What follows belongs to an exercise in optimizing a design on an open flow for small area, a short achievable clock period and few clock cycles per item; a production flow would make more cautious choices. The RTL was checked by simulation tests, not by an equivalence proof against the original design.

## build 57
==> flow/design.v (excerpt) <==
module multiplier32FP (
	input  logic        clk,
	input  logic        rst_n,
	input  logic        start_i,
	input  logic [31:0] a_i,
	input  logic [31:0] b_i,
	output logic        done_o,
	output logic        nan_o,
	output logic        infinit_o,
	output logic        overflow_o,
	output logic        underflow_o,
	output logic [31:0] product_o
);
For scale: about 2300 cells after synthesis, about 190 flip-flops, ~100 I/O pins.
export LEC_CHECK = 0
export CAP_MARGIN = 20
export CORE_MARGIN = 2
export CORE_UTILIZATION = 55
export PLACE_DENSITY = 0.72
export SLEW_MARGIN = 20
export SYNTH_HIERARCHICAL = 1
create_clock -name core_clock -period 15.0 [get_ports {clk}]
standard.sh (not shown) runs the stock make flow with config.mk's settings and CLKGATE_MAP_FILE= SYNTH_SCRIPT=/design/flow/synth_recipe.tcl, a recipe that flattens the netlist after the stock synthesis.
==> flow/flow/run.sh <==
#!/bin/bash
# Own layout flow: the standard ORFS flow (standard.sh) with two changes:
#  - the input and output ports are buffered with buf_4 cells instead of the
#    default port-buffer choice;
#  - timing repair aims for 8.8 ns of setup slack (the clock period and the
#    constraints are unchanged; this only makes repair work on paths that
#    already meet them).
# Each make step writes its own log under orfs/logs; the make output as a
# whole goes to standard.log.
set -euo pipefail
export BUFFER_PORTS_ARGS="-buffer_cell sky130_fd_sc_hd__buf_4"
export SETUP_SLACK_MARGIN=8.8
bash standard.sh > standard.log 2>&1
Testbench counts of build 57, summed over its fixed seeds: cycles 3,321, ops 3,200.
Relative to build 57, the following input files were edited for build 14:
- CAP_MARGIN now 0, was 20
- PLACE_DENSITY now 0.75, was 0.72
- CORE_UTILIZATION now 60, was 55
- SLEW_MARGIN now 0, was 20
--- a/flow/flow/run.sh
+++ b/flow/flow/run.sh
@@ -4,3 +4,3 @@
 #    default port-buffer choice;
-#  - timing repair aims for 8.8 ns of setup slack (the clock period and the
+#  - timing repair aims for 8.2 ns of setup slack (the clock period and the
 #    constraints are unchanged; this only makes repair work on paths that
@@ -11,3 +11,3 @@
 export BUFFER_PORTS_ARGS="-buffer_cell sky130_fd_sc_hd__buf_4"
-export SETUP_SLACK_MARGIN=8.8
+export SETUP_SLACK_MARGIN=8.2
 bash standard.sh > standard.log 2>&1
[summary]
Number of gates on the worst path with buffers counted delta for build 14 relative to build 57: 1 higher. Each of the runs, namely build 57 and build 14, reached the end of the flow and came out clean. Compared with build 57, in build 14 number of global-route vias before repair went down about 0.64%; wire length after detailed routing went down about 6%; xor-xnor portion of the synthesized cell area held; core utilization went up 0.47 points; final cell count went down 154. Build 14 does worse than build 57 on top achievable clock speed. Compared build 14 vs build 57, and setup fix buffers added after clock tree synthesis is down in build 14. Taking build 57 as the reference point, the placed instance count of build 14 falls by about 2.3%.
Input changes introduced in build 89 (baseline for comparison: build 14):
- SLEW_MARGIN: 0 -> 20
- PLACE_DENSITY: 0.75 -> 0.72
- CORE_UTILIZATION: 60 -> 55
- CAP_MARGIN: 0 -> 20
--- a/flow/flow/run.sh
+++ b/flow/flow/run.sh
@@ -4,3 +4,3 @@
 #    default port-buffer choice;
-#  - timing repair aims for 8.2 ns of setup slack (the clock period and the
+#  - timing repair aims for 8 ns of setup slack (the clock period and the
 #    constraints are unchanged; this only makes repair work on paths that
@@ -11,3 +11,3 @@
 export BUFFER_PORTS_ARGS="-buffer_cell sky130_fd_sc_hd__buf_4"
-export SETUP_SLACK_MARGIN=8.2
+export SETUP_SLACK_MARGIN=8
 bash standard.sh > standard.log 2>&1
==> comparison <==
Side by side, detailed-route vias per instance turned out lower in build 89 than in build 14. Cell count: build 89 higher than build 14. Going from build 14 to build 89, clock distribution area overhead in the final layout flat, remaining max-slew budget at the tightest pin now larger, post-cts resize count now sits lower. Compared with build 14, build 89 shows count of antenna diodes in the layout lower by 1. When build 89 is set beside build 14, its global routing usage on met2 turns out to be 6.1 points smaller. Build 89 vs build 14 — fmax dropped by a few percent. Wire length of build 89 falls short of that of build 14 slightly.
> inputs changed (build 89 -> build 50)
--- a/flow/flow/run.sh
+++ b/flow/flow/run.sh
@@ -4,3 +4,3 @@
 #    default port-buffer choice;
-#  - timing repair aims for 8 ns of setup slack (the clock period and the
+#  - timing repair aims for 8.5 ns of setup slack (the clock period and the
 #    constraints are unchanged; this only makes repair work on paths that
@@ -11,3 +11,3 @@
 export BUFFER_PORTS_ARGS="-buffer_cell sky130_fd_sc_hd__buf_4"
-export SETUP_SLACK_MARGIN=8
+export SETUP_SLACK_MARGIN=8.5
 bash standard.sh > standard.log 2>&1
--- outcome ---
Build 50 completed; timing, DRC and antenna clean
Build 89 reports its master of the slowest instance on the critical path as sky130_fd_sc_hd__mux2_2 while build 50 reports sky130_fd_sc_hd__dfxtp_2.
Sort build 50 and build 89 by ratio of final minimum period to clock period, descending, and build 89 comes first.
Re data arrival time of the critical path: build 50 and build 89 aren't equal, and the higher value belongs to build 89.
Number of buffers other than clock buffers in the final layout was higher in the run labelled build 50.
Critical path startpoint = c_r[23]: build 89; critical path startpoint = s_r[35]: build 50
Build 50 vs build 89: cell count up in build 50

---

## sierra
multiplier32FP, a different RTL version from the one above (not shown whole).
Size in the first run: roughly 2900 cells after synthesis, roughly 25000 µm² of cells after synthesis.
==> flow/design.v (excerpt) <==
module multiplier32FP (
	input  logic        clk,
	input  logic        rst_n,
	input  logic        start_i,
	input  logic [31:0] a_i,
	input  logic [31:0] b_i,
	output logic        done_o,
	output logic        nan_o,
	output logic        infinit_o,
	output logic        overflow_o,
	output logic        underflow_o,
	output logic [31:0] product_o
);
clock: 15.0 ns
lec_check: 0
cap_margin: 20
core_margin: 2
core_utilization: 40
place_density: 0.6
slew_margin: 20
synth_hierarchical: 1
==> flow/flow/run.sh <==
#!/bin/bash
# Own layout flow: the standard ORFS flow (standard.sh), unchanged except
# that the input and output ports are buffered with buf_4 cells instead of the
# default port-buffer choice. Each make step writes its own log under
# orfs/logs; the make output as a whole goes to standard.log.
set -euo pipefail
export BUFFER_PORTS_ARGS="-buffer_cell sky130_fd_sc_hd__buf_4"
bash standard.sh > standard.log 2>&1
Testbench counts of sierra, summed over its fixed seeds: cycles 3,216, ops 3,200.
Inputs modified between sierra and fjord:
==> flow/run.sh (new file) <==
#!/bin/bash
# synth_recipe.tcl (not shown) runs the flow's synth.tcl, then flattens the netlist and writes it again
# the make line also repeats each setting of config.mk as NAME=value (left out here)
make -C /OpenROAD-flow-scripts/flow DESIGN_CONFIG=/design/flow/config.mk WORK_HOME=/design/flow/orfs CLKGATE_MAP_FILE= SYNTH_SCRIPT=/design/flow/synth_recipe.tcl finish
removed: flow/flow/run.sh
removed: flow/standard.sh
--- outcome ---
fjord gives more non-clock buffer count than sierra did.
fjord vs. sierra: final wirelength went up by 0.95%.
Max-slew headroom at the worst pin is higher on fjord
fjord vs. sierra: via count of the first global-routing pass has increased; number of nets in the layout has increased; sequential cell area has remained practically unchanged.
Modified inputs, cedar compared to fjord
==> flow/flow/run.sh (new file) <==
#!/bin/bash
# Own layout flow: the standard ORFS flow (standard.sh) with two changes:
#  - the input and output ports are buffered with buf_4 cells instead of the
#    default port-buffer choice;
#  - timing repair aims for 8 ns of setup slack (the clock period and the
#    constraints are unchanged; this only makes repair work on paths that
#    already meet them).
# Each make step writes its own log under orfs/logs; the make output as a
# whole goes to standard.log.
set -euo pipefail
export BUFFER_PORTS_ARGS="-buffer_cell sky130_fd_sc_hd__buf_4"
export SETUP_SLACK_MARGIN=8
bash standard.sh > standard.log 2>&1
==> flow/standard.sh (new file) <==
#!/bin/bash
# synth_recipe.tcl (not shown) runs the flow's synth.tcl, then flattens the netlist and writes it again
# the make line also repeats each setting of config.mk as NAME=value (left out here)
make -C /OpenROAD-flow-scripts/flow DESIGN_CONFIG=/design/flow/config.mk WORK_HOME=/design/flow/orfs CLKGATE_MAP_FILE= SYNTH_SCRIPT=/design/flow/synth_recipe.tcl "${@:-finish}"
removed: flow/run.sh
Notes after the runs:
- cedar ended with more multi-input gate share of total cell area than fjord.
- Area of the multi-input gates, cedar vs fjord: up slightly
- Density: cedar denser than fjord
- Going from fjord to cedar, final standard cell count with taps included and fillers excluded essentially unchanged, final wirelength increased about 3.6%, final-layout clock buffer total decreased 1.

-- static timing again, ports no longer ideal --
In the flow no input, the clock included, has a driving cell. The finished layouts below were timed again as built, in two steps.
Step 1 sets driving cells, clkbuf_16 on the clock port and buf_2 on the other inputs (assumed; they add their load-dependent delay and slew).
Step 2 times the ports against the registers' clock, not the clock port: input delays grow and output delays shrink by t, the midpoint of the rising clock arrivals with the driver on.
Three values: ideal ports, drivers, drivers and shift; two values: the first two.
| run | t (ns) | setup WS [ns] | worst hold slack (ns) | slew at the worst register clock pin (ns) | pins driven straight from the clock port |
|---|---|---|---|---|---|
| build 57 | 0.489 | 8.317 / 8.274 / 8.157 | 0.415 / 0.415 / 0.415 | 0.08 / 0.08 | 1 |
| build 14 | 0.486 | 8.266 / 8.222 / 7.809 | 0.426 / 0.426 / 0.426 | 0.08 / 0.08 | 1 |
| build 89 | 0.498 | 8.076 / 8.024 / 7.609 | 0.422 / 0.422 / 0.422 | 0.08 / 0.08 | 1 |
| build 50 | 0.504 | 8.304 / 8.249 / 8.068 | 0.418 / 0.418 / 0.418 | 0.08 / 0.08 | 1 |
| sierra | 0.518 | 7.244 / 7.185 / 7.364 | 0.407 / 0.407 / 0.407 | 0.07 / 0.07 | 1 |
| fjord | 0.526 | 6.909 / 6.847 / 6.976 | 0.398 / 0.398 / 0.398 | 0.08 / 0.08 | 1 |
| cedar | 0.511 | 8.110 / 8.057 / 7.634 | 0.408 / 0.408 / 0.408 | 0.09 / 0.09 | 1 |
After both steps every run listed still meets setup and hold. For cedar, which loses most, drivers alone change the setup slack by -0.053 ns; drivers and shift together by -0.476 ns.
